What follows belongs to an exercise in optimizing a design on an open flow for small area, a short achievable clock period and few clock cycles per item; a production flow would make more cautious choices.
In this exercise RTL edits were held to simulation tests only and were not proved equivalent to the original.
Power and IR drop assume default switching activity.

## prime_finder
module prime_finder(
	input              clk,
	input              rst,
	input              start,
	input      [15:0]  n,
	output             done,
	output             is_prime,
	output     [15:0]  prime
);
Size: about 4200 cells after synthesis, roughly 20000 um2 of cells after synthesis.
Settings: LEC_CHECK=0, ABC_AREA=1, CAP_MARGIN=20, CORE_MARGIN=2, CORE_UTILIZATION=25, GPL_ROUTABILITY_DRIVEN=1, PLACE_DENSITY=0.35, SETUP_SLACK_MARGIN=3.0, SLEW_MARGIN=20; clock period 8.0 ns.
run.sh (not shown) runs the stock make flow with config.mk's settings and CLKGATE_MAP_FILE= SYNTH_SCRIPT=/design/flow/synth_recipe.tcl, a recipe that flattens the netlist after the stock synthesis.
The starting point failed in global routing (5_1_grt), error GRT-0116.
Testbench counts at the start, summed over its fixed seeds: cycles 153, items 72.
Change:
--- a/flow/config.mk
+++ b/flow/config.mk
@@ -10,5 +10,5 @@
 export CORE_MARGIN = 2
-export CORE_UTILIZATION = 25
+export CORE_UTILIZATION = 15
 export GPL_ROUTABILITY_DRIVEN = 1
-export PLACE_DENSITY = 0.35
+export PLACE_DENSITY = 0.22
 export SETUP_SLACK_MARGIN = 3.0
What happened:
- The changed run completed without violations
- synthesized cell count is unchanged
- synthesized area is unchanged
Change:
--- a/flow/config.mk
+++ b/flow/config.mk
@@ -10,6 +10,4 @@
 export CORE_MARGIN = 2
-export CORE_UTILIZATION = 15
-export GPL_ROUTABILITY_DRIVEN = 1
-export PLACE_DENSITY = 0.22
-export SETUP_SLACK_MARGIN = 3.0
+export CORE_UTILIZATION = 30
+export PLACE_DENSITY = 0.6
 export SLEW_MARGIN = 20
Result: Now the flow aborted during global routing (5_1_grt), error GRT-0116; synthesized area stays the same; synthesized cell count stays the same.
Change:
--- a/flow/config.mk
+++ b/flow/config.mk
@@ -10,4 +10,6 @@
 export CORE_MARGIN = 2
-export CORE_UTILIZATION = 30
-export PLACE_DENSITY = 0.6
+export CORE_UTILIZATION = 15
+export GPL_ROUTABILITY_DRIVEN = 1
+export PLACE_DENSITY = 0.22
+export SETUP_SLACK_MARGIN = 2.0
 export SLEW_MARGIN = 20
=>
- With this change the flow passed the timing, DRC and antenna checks
- synthesized cell count stays the same
- area after synthesis does not change

v57:
Another version of the RTL of prime_finder (not shown whole).
Size in the first run: about 4200 cells after synthesis, about 20000 sq um of cells after synthesis.
make LEC_CHECK=0 ABC_AREA=1 CAP_MARGIN=5 CORE_MARGIN=2 CORE_UTILIZATION=15 GPL_ROUTABILITY_DRIVEN=1 PLACE_DENSITY=0.22 SETUP_SLACK_MARGIN=3.0 SLEW_MARGIN=5 finish   # period 8.0 ns
v57: done, clean on timing, DRC and antenna
Testbench counts of v57, summed over its fixed seeds: cycles 153, items 72.
diff inputs: v57 => v3
Settings: TNS_END_PERCENT newly set to 0.
Results
- v3 finished end to end and its layout was clean on timing, DRC and antenna.
- v3 reports its startpoint of the most critical setup path as A[7] while v57 reports A[8].
- Of v3 and v57, the run reporting the lower final-layout fill cell count was v57.
- Summary of the comparison: data arrival time of the critical path is higher in v3, relative to v57.
- v3 vs v57 — switching component of the power dropped about 4%.
- v3 vs v57, highest-delay cell along the critical path: nor2_2 vs nand3_1
- On count of pins on the block boundary, v3 and v57 are basically level.
- [compare] base=v57 new=v3: maximum number of pins on one net before global-route repair decreased 16; cell count decreased 40.
- Areal power density over the cells essentially unchanged between v57 and v3.
- The setup slack of v3 was inferior to that of v57.
- v3 and v57 ended up with nearly the same clock share of power.
Here is what was changed in the inputs of v1 compared with v3.
Settings: TNS_END_PERCENT: 0 -> unset; SLEW_MARGIN: 5 -> 20; CAP_MARGIN: 5 -> 20.
--- outcome ---
- The estimated power of v1 ends up higher than the estimate for v3.
- Via count normalized by instance count is higher on v1
- v1 vs. v3: relative area change from synthesis to final layout now sits higher; placer's final routability congestion estimate now sits higher.
Input changes introduced in v31 (baseline for comparison: v1):
Settings: SLEW_MARGIN: 20 -> 5; CAP_MARGIN: 20 -> 5; SETUP_SLACK_MARGIN: 3.0 -> 3.5.
Results
On number of logic stages on the critical path including buffering, v31 tracks v1 almost exactly.
v31: fraction of final layout cells with drive strength greater than 1 higher than v1
The flow did not stop early for v31: all stages ran, and the layout cleared the timing, DRC and antenna checks.
Diff v1 -> v31: non-clock buffer count grew by about 30%, sequential power level, net count of the finished layout now sits higher, relative area change from synthesis to final layout went up, global-route wire length before repair went down 4.3%.
The worst hold slack reported for v31 is smaller than that of v1 by 0.0033 ns.
Average via count per standard cell shrinks by a few percent when moving from v1 to v31.
Latest clock arrival within the worst-skew pair essentially unchanged between v1 and v31.

prime_finder with an RTL version that a note above also has.
Size: about 4200 cells after synthesis, ~28 flip-flops, ~37 I/O pins.
export LEC_CHECK = 0
export ABC_AREA = 1
export CAP_MARGIN = 20
export CORE_MARGIN = 2
export CORE_UTILIZATION = 15
export GPL_ROUTABILITY_DRIVEN = 1
export PLACE_DENSITY = 0.22
export SETUP_SLACK_MARGIN = 5.0
export SLEW_MARGIN = 20
create_clock -name core_clock -period 8.0 [get_ports {clk}]
Testbench counts at the start, summed over its fixed seeds: cycles 153, items 72.
==> next run, changes <==
- SETUP_SLACK_MARGIN: 5.0 -> unset
What happened:
- The changed run ran to the end with no violations
- routed wire length decreases by 4.2%
- cell area decreases by 30%
- die area is unchanged
- flip-flop and latch count stays the same
- worst hold slack got worse by 0.0065 ns
- final cell count decreases by about 6%
- global-route usage decreases by 1.8 points
- first-iteration DRC count decreases by 3.4%

Another version of the RTL of prime_finder (not shown whole).
Size: roughly 4,400 cells after synthesis, about 28 flip-flops, about 37 I/O pins.
Settings: LEC_CHECK=0, ABC_AREA=1, CAP_MARGIN=20, CORE_MARGIN=2, CORE_UTILIZATION=15, GPL_ROUTABILITY_DRIVEN=1, PLACE_DENSITY=0.22, SETUP_SLACK_MARGIN=3.0, SLEW_MARGIN=20, TNS_END_PERCENT=0; clock period 8.0 ns.
The starting point produced a clean layout.
Testbench counts at the start, summed over its fixed seeds: cycles 153, items 72.
Then changed:
- PLACE_DENSITY: 0.22 -> 0.28
- TNS_END_PERCENT: 0 -> unset
Area after synthesis does not change.
Cell area climbs by 6.0%.
Power climbs by 4.2%.
Via count is higher by 1.6%.
Global-route usage went up by 1.7 points.

==> what the ideal ports hide <==
The results above use ideal ports. As a check the final layouts listed here were re-extracted and re-timed, cells and wires unchanged.
Step 1, drivers: a clkbuf_16 drives clk and a buf_2 each remaining input, both assumed.
Step 2 also shifts input and output timing later by t, the mid clock arrival at the registers, as if the neighbouring blocks saw the same clock.
a / b / c = no drivers / after step 1 / after step 2; a / b = the first two.
run | t, ns | slack for setup (ns) | worst data-port slew with drivers (ns)
the second run of note 1 | 0.350 | 2.665 / 2.676 / 2.326 | 0.05
the fourth run of note 1 | 0.344 | 1.840 / 1.840 / 1.840 | 0.03
v57 | 0.358 | 2.842 / 2.842 / 2.547 | 0.06
v3 | 0.351 | 2.606 / 2.606 / 2.592 | 0.04
v1 | 0.357 | 2.875 / 2.862 / 2.532 | 0.06
v31 | 0.341 | 2.953 / 2.952 / 2.617 | 0.06
the first run of note 3 | 0.351 | 2.647 / 2.655 / 2.305 | 0.05
the second run of note 3 | 0.349 | 1.131 / 1.131 / 1.078 | 0.03
the first run of note 4 | 0.352 | 2.592 / 2.592 / 2.590 | 0.05
the second run of note 4 | 0.341 | 2.844 / 2.844 / 2.646 | 0.06
After both steps every run listed still meets setup and hold. For v1, which loses most, drivers alone change the setup slack by -0.013 ns; drivers and shift together by -0.343 ns.
